Source: an optimization exercise on an open RTL-to-GDS flow (aim: small area). Production flows keep margins and buffers that such runs may drop. The RTL was checked by simulation tests, not by an equivalence proof against the original design. Power and IR drop assume default switching activity.

## v25
Design vending_machine, start of the top module:
module vending_machine(pclk,prst,pvalid,pready,paddr,pwdata,prdata,wr_rd,coin,coin_valid,num_of_tea_reqd,num_of_milk_reqd,num_of_coffee_reqd,num_of_tea_served,num_of_coffee_served,num_of_milk_served,machine_ready);
input pclk, prst, coin_valid;
input [2:0] coin;
input pvalid, wr_rd;
input [15:0] paddr;
input [15:0] pwdata;
output reg pready;
output reg [7:0] prdata;
output reg machine_ready;
output reg [3:0] num_of_tea_served;
output reg [3:0] num_of_coffee_served;
output reg [3:0] num_of_milk_served;
input [3:0] num_of_tea_reqd;
input [3:0] num_of_coffee_reqd;
input [3:0] num_of_milk_reqd;
reg [15:0] tea_cost;
reg [15:0] milk_cost;
reg [15:0] coffee_cost;
reg [31:0] credit;
wire base_hit = ~(|paddr[15:4]) & ~(|paddr[1:0]);
wire hit_t = base_hit & (paddr[3:2] == 2'b00);
wire hit_c = base_hit & (paddr[3:2] == 2'b01);
wire hit_m = base_hit & (paddr[3:2] == 2'b10);
wire wr = pvalid & wr_rd;
wire rd = pvalid & ~wr_rd;
wire [15:0] wdata = pwdata & {16{~prst}};
wire we_t = prst | (wr & hit_t);
wire we_c = prst | (wr & hit_c);
wire we_m = prst | (wr & hit_m);
wire re = prst | (rd & (hit_t | hit_c | hit_m));
wire st = hit_t & ~prst;
wire sc = hit_c & ~prst;
wire sm = hit_m & ~prst;
wire [7:0] rsel;   
always @(posedge pclk) begin
	if (we_t) tea_cost <= wdata;
	if (we_c) coffee_cost <= wdata;
	if (we_m) milk_cost <= wdata;
	if (re) prdata <= rsel;
	pready <= pvalid & ~prst;
end
reg [9:0] cv;
always @(*) begin
	case (coin)
		3'd0: cv = 10'd25;
		3'd1: cv = 10'd50;
		3'd2: cv = 10'd100;
		3'd3: cv = 10'd200;
		3'd4: cv = 10'd500;
		3'd5: cv = 10'd1000;
		default: cv = 10'd0;
  ...
export LEC_CHECK = 0
export CAP_MARGIN = 5
export CORE_MARGIN = 2
export CORE_UTILIZATION = 70
export GPL_TIMING_DRIVEN = 0
export SLEW_MARGIN = 5
export SYNTH_HIERARCHICAL = 1
create_clock -name core_clock -period 12.0 [get_ports {pclk}]
standard.sh (not shown) runs the stock make flow with config.mk's settings and CLKGATE_MAP_FILE= SYNTH_SCRIPT=/design/flow/synth_recipe.tcl, a recipe that flattens the netlist after the stock synthesis.
==> flow/flow/run.sh <==
#!/bin/bash
# Own layout flow: the standard synthesis, every logic cell set to its smallest
# drive strength (the flow's timing repair sizes up what needs it), port buffers
# of the smallest buffer then the
# standard layout steps.
set -euo pipefail
bash standard.sh synth > synth.log 2>&1
R=orfs/results/$FLOW_PLATFORM/vending_machine/base
openroad -no_init -exit -threads "${NUM_CORES:-4}" \
  -log downsize.log flow/downsize.tcl > downsize.out 2>&1
bash standard.sh "BUFFER_PORTS_ARGS=-buffer_cell sky130_fd_sc_hd__buf_1" \
  "CTS_ARGS=-sink_clustering_enable -repair_clock_nets -dont_use_dummy_load -buf_list {sky130_fd_sc_hd__clkbuf_4 sky130_fd_sc_hd__clkbuf_8} -sink_clustering_size 12 -sink_clustering_max_diameter 60" \
  finish > layout.log 2>&1
==> flow/flow/downsize.tcl <==
# Swap each combinational cell of the synthesized netlist to the smallest-area
# cell of the same family (same name but the drive-strength suffix).
set res orfs/results/$::env(FLOW_PLATFORM)/vending_machine/base
read_db $res/1_synth.odb
set db [ord::get_db]
set lib_masters {}
foreach lib [$db getLibs] {
  foreach m [$lib getMasters] {
    set n [$m getName]
    if {[regexp {^(.*)_([0-9]+)$} $n -> base drive]} {
      dict lappend lib_masters $base $m
    }
  }
}
set dont_use {}
if {[info exists ::env(DONT_USE_CELLS)]} { set dont_use [split $::env(DONT_USE_CELLS)] }
set swapped 0
foreach inst [[[$db getChip] getBlock] getInsts] {
  set m [$inst getMaster]
  set n [$m getName]
  if {![regexp {^(.*)_([0-9]+)$} $n -> base drive]} { continue }
  if {[regexp {df|dl|sdf|edf|conb|tap|fill|decap|clk} $base]} { continue }
  set best $m
  set ba [expr {[$m getWidth] * [$m getHeight]}]
  foreach c [dict get $lib_masters $base] {
    if {[lsearch -exact $dont_use [$c getName]] >= 0} { continue }
    set a [expr {[$c getWidth] * [$c getHeight]}]
    if {$a < $ba} { set best $c; set ba $a }
  }
  if {$best ne $m} {
    $inst swapMaster $best
    incr swapped
  }
}
puts "downsized $swapped instances"
write_db $res/1_synth.odb
[inputs] v29 vs v25
- swapping 70 for 55 in CORE_UTILIZATION
==> notes.md <==
Worst-case clock skew: v29 vs v25, no meaningful difference
Sort v29 and v25 by total power desc -> top: v25
NOTE: part of the power in registers in v29 exceeds that of v25
Relative to v25, relative contribution of the clock network to total power increased by 0.4 points in v29.
When v29 is measured against v25, its power spent charging and discharging nets turns out 0.000061 W lower.
Sort v29 and v25 by final area desc -> top: v29
Wire length after detailed routing is lower on v25
Count of placed standard cells including taps ended up 42 higher on v29 than on v25.
### v29 -> v14
diff --git a/flow/flow/run.sh b/flow/flow/run.sh
--- a/flow/flow/run.sh
+++ b/flow/flow/run.sh
@@ -12 +12 @@
-  "CTS_ARGS=-sink_clustering_enable -repair_clock_nets -dont_use_dummy_load -buf_list {sky130_fd_sc_hd__clkbuf_4 sky130_fd_sc_hd__clkbuf_8} -sink_clustering_size 12 -sink_clustering_max_diameter 60" \
+  "CTS_ARGS=-sink_clustering_enable -repair_clock_nets -dont_use_dummy_load -buf_list {sky130_fd_sc_hd__clkbuf_8} -sink_clustering_buffer sky130_fd_sc_hd__clkbuf_4 -sink_clustering_size 10 -sink_clustering_max_diameter 50" \
==> notes.md <==
Diff v14..v29 | power | unchanged
As far as final-layout clock buffer total goes, v29 and v14 are indistinguishable; the numbers are identical.
Diff v29..v14 | detailed-route via count | negligible
Re post-layout worst setup margin: no difference whatsoever between v29 and v14.
Design area came out exactly the same in v29 and v14.
Taking v29 as the reference, in v14 detailed-route wire length was more or less identical; clock power flat.
v14 -> v29: global routing met3 resource utilization delta 0, exact match
Clock slew seen by the registers of the worst setup and hold paths: v29 vs v14, no meaningful difference
v14 finished every stage and its layout cleared the timing, design-rule and antenna checks.
Worst-case headroom to the max-slew limit: v29 vs v14 identical
Total iterations of the first detailed-routing run: v14 vs v29 identical
For v56, these inputs were changed with respect to v14:
- swapping 55 for 62 in CORE_UTILIZATION
diff --git a/flow/flow/run.sh b/flow/flow/run.sh
--- a/flow/flow/run.sh
+++ b/flow/flow/run.sh
@@ -12 +12 @@
-  "CTS_ARGS=-sink_clustering_enable -repair_clock_nets -dont_use_dummy_load -buf_list {sky130_fd_sc_hd__clkbuf_8} -sink_clustering_buffer sky130_fd_sc_hd__clkbuf_4 -sink_clustering_size 10 -sink_clustering_max_diameter 50" \
+  "CTS_ARGS=-sink_clustering_enable -repair_clock_nets -dont_use_dummy_load -buf_list {sky130_fd_sc_hd__clkbuf_4 sky130_fd_sc_hd__clkbuf_8} -sink_clustering_size 12 -sink_clustering_max_diameter 60" \
==> notes.md <==
- Compared with v14, in v56 worst path setup slack after routing lost 0.042 ns, total core area down about 12%, met3 track demand over resource in global routing increased 2.1 points, power per unit of standard cell area increased 1.0%.
- credit[23] as the end point of the critical path was reported by v56, and credit[24] by v14.
- When v56 is measured against v14, its global routing usage summed across all routing layers turns out 3.4 points higher.

job 3779:
vending_machine, a different RTL version from the one above (not shown whole).
Size: roughly 720 cells after synthesis, ~74 I/O pins, about 8900 µm² of cells after synthesis.
==> flow/config.mk <==
export PLATFORM = sky130hd
export DESIGN_NAME = vending_machine
export DESIGN_NICKNAME = vending_machine
export VERILOG_FILES = /design/flow/design.v
export SDC_FILE = /design/flow/constraint.sdc
export NUM_CORES = 4
export LEC_CHECK = 0
export CAP_MARGIN = 20
export CORE_MARGIN = 2
export CORE_UTILIZATION = 70
export GPL_TIMING_DRIVEN = 0
export SLEW_MARGIN = 20
export SYNTH_HIERARCHICAL = 1
==> flow/constraint.sdc <==
create_clock -name core_clock -period 12.0 [get_ports {pclk}]
set_input_delay 2.4000 -clock core_clock [delete_from_list [all_inputs] [get_ports {pclk}]]
set_output_delay 2.4000 -clock core_clock [all_outputs]
set_load 0.01 [all_outputs]
==> flow/flow/run.sh <==
#!/bin/bash
# Own layout flow: the standard synthesis, every logic cell set to its smallest
# drive strength (the flow's timing repair sizes up what needs it), port buffers
# of the smallest buffer then the
# standard layout steps.
set -euo pipefail
bash standard.sh synth > synth.log 2>&1
R=orfs/results/$FLOW_PLATFORM/vending_machine/base
openroad -no_init -exit -threads "${NUM_CORES:-4}" \
  -log downsize.log flow/downsize.tcl > downsize.out 2>&1
bash standard.sh "BUFFER_PORTS_ARGS=-buffer_cell sky130_fd_sc_hd__buf_1" \
  "CTS_ARGS=-sink_clustering_enable -repair_clock_nets -dont_use_dummy_load -buf_list {sky130_fd_sc_hd__clkbuf_4 sky130_fd_sc_hd__clkbuf_8} -sink_clustering_size 12 -sink_clustering_max_diameter 60" \
  finish > layout.log 2>&1
Scripts as last shown in full above: flow/flow/downsize.tcl
Job 3779 completed; timing, DRC and antenna clean
Edits applied to the flow inputs when going from job 3779 to job 4449:
diff --git a/flow/flow/run.sh b/flow/flow/run.sh
--- a/flow/flow/run.sh
+++ b/flow/flow/run.sh
@@ -12 +12 @@
-  "CTS_ARGS=-sink_clustering_enable -repair_clock_nets -dont_use_dummy_load -buf_list {sky130_fd_sc_hd__clkbuf_4 sky130_fd_sc_hd__clkbuf_8} -sink_clustering_size 12 -sink_clustering_max_diameter 60" \
+  "CTS_ARGS=-sink_clustering_enable -repair_clock_nets -dont_use_dummy_load -buf_list {sky130_fd_sc_hd__clkbuf_16} -sink_clustering_size 30 -sink_clustering_max_diameter 120" \
Looking at shortest clock period the worst path allows after layout, job 4449 sits 16 ps lower than job 3779 does.
Taking job 3779 as the reference, in job 4449 share of the final layout cell area in sequential cells fell 0.31 points; worst max-slew margin expressed relative to the limit rose 1.6 points; post-synthesis to final-layout area growth rose 1.2 points; share of the final layout cell area in multi-input gates fell 0.64 points.
Area fraction of clock buffers and clock inverters: higher on job 4449
Job 4449 ended up with a higher wire length than job 3779 did.
Job 4449 completed; timing, DRC and antenna clean
Delta (job 4449 minus job 3779): wire length of the first global-routing pass went up by about 1.1%; worst-case reg-to-reg path depth essentially unchanged.

-- port drivers added, routing unchanged --
Ports are ideal in the flow. The routed layouts listed here were re-timed in OpenROAD. Step 1 assumes that a clkbuf_16 drives the clock port and a buf_2 every other input. Step 2 also shifts input and output timing later by t, the mid clock arrival at the registers, as if the neighbouring blocks saw the same clock. Slacks: ideal / step 1 / step 2; pairs: ideal / step 1.
run	t, ns	setup slack, ns	worst hold slack (ns)	worst setup path at the end	latest minus earliest clock arrival (ns)
v25	0.403	0.390 / 0.390 / 0.047	0.555 / 0.555 / 0.555	input to register	0.031 / 0.031
v29	0.407	0.433 / 0.433 / 0.037	0.555 / 0.555 / 0.555	input to register	0.028 / 0.028
v14	0.407	0.433 / 0.433 / 0.037	0.555 / 0.555 / 0.555	input to register	0.028 / 0.028
v56	0.405	0.391 / 0.391 / 0.045	0.549 / 0.549 / 0.549	input to register	0.032 / 0.032
job 3779	0.426	0.579 / 0.592 / 0.166	0.561 / 0.561 / 0.561	input to register	0.032 / 0.032
job 4449	0.396	0.595 / 0.611 / 0.215	0.553 / 0.553 / 0.553	input to register	0.022 / 0.022
After both steps setup and hold are still met in every run listed. The setup slack of job 3779, which loses most, moves by +0.013 ns with the drivers and by -0.413 ns with both steps.
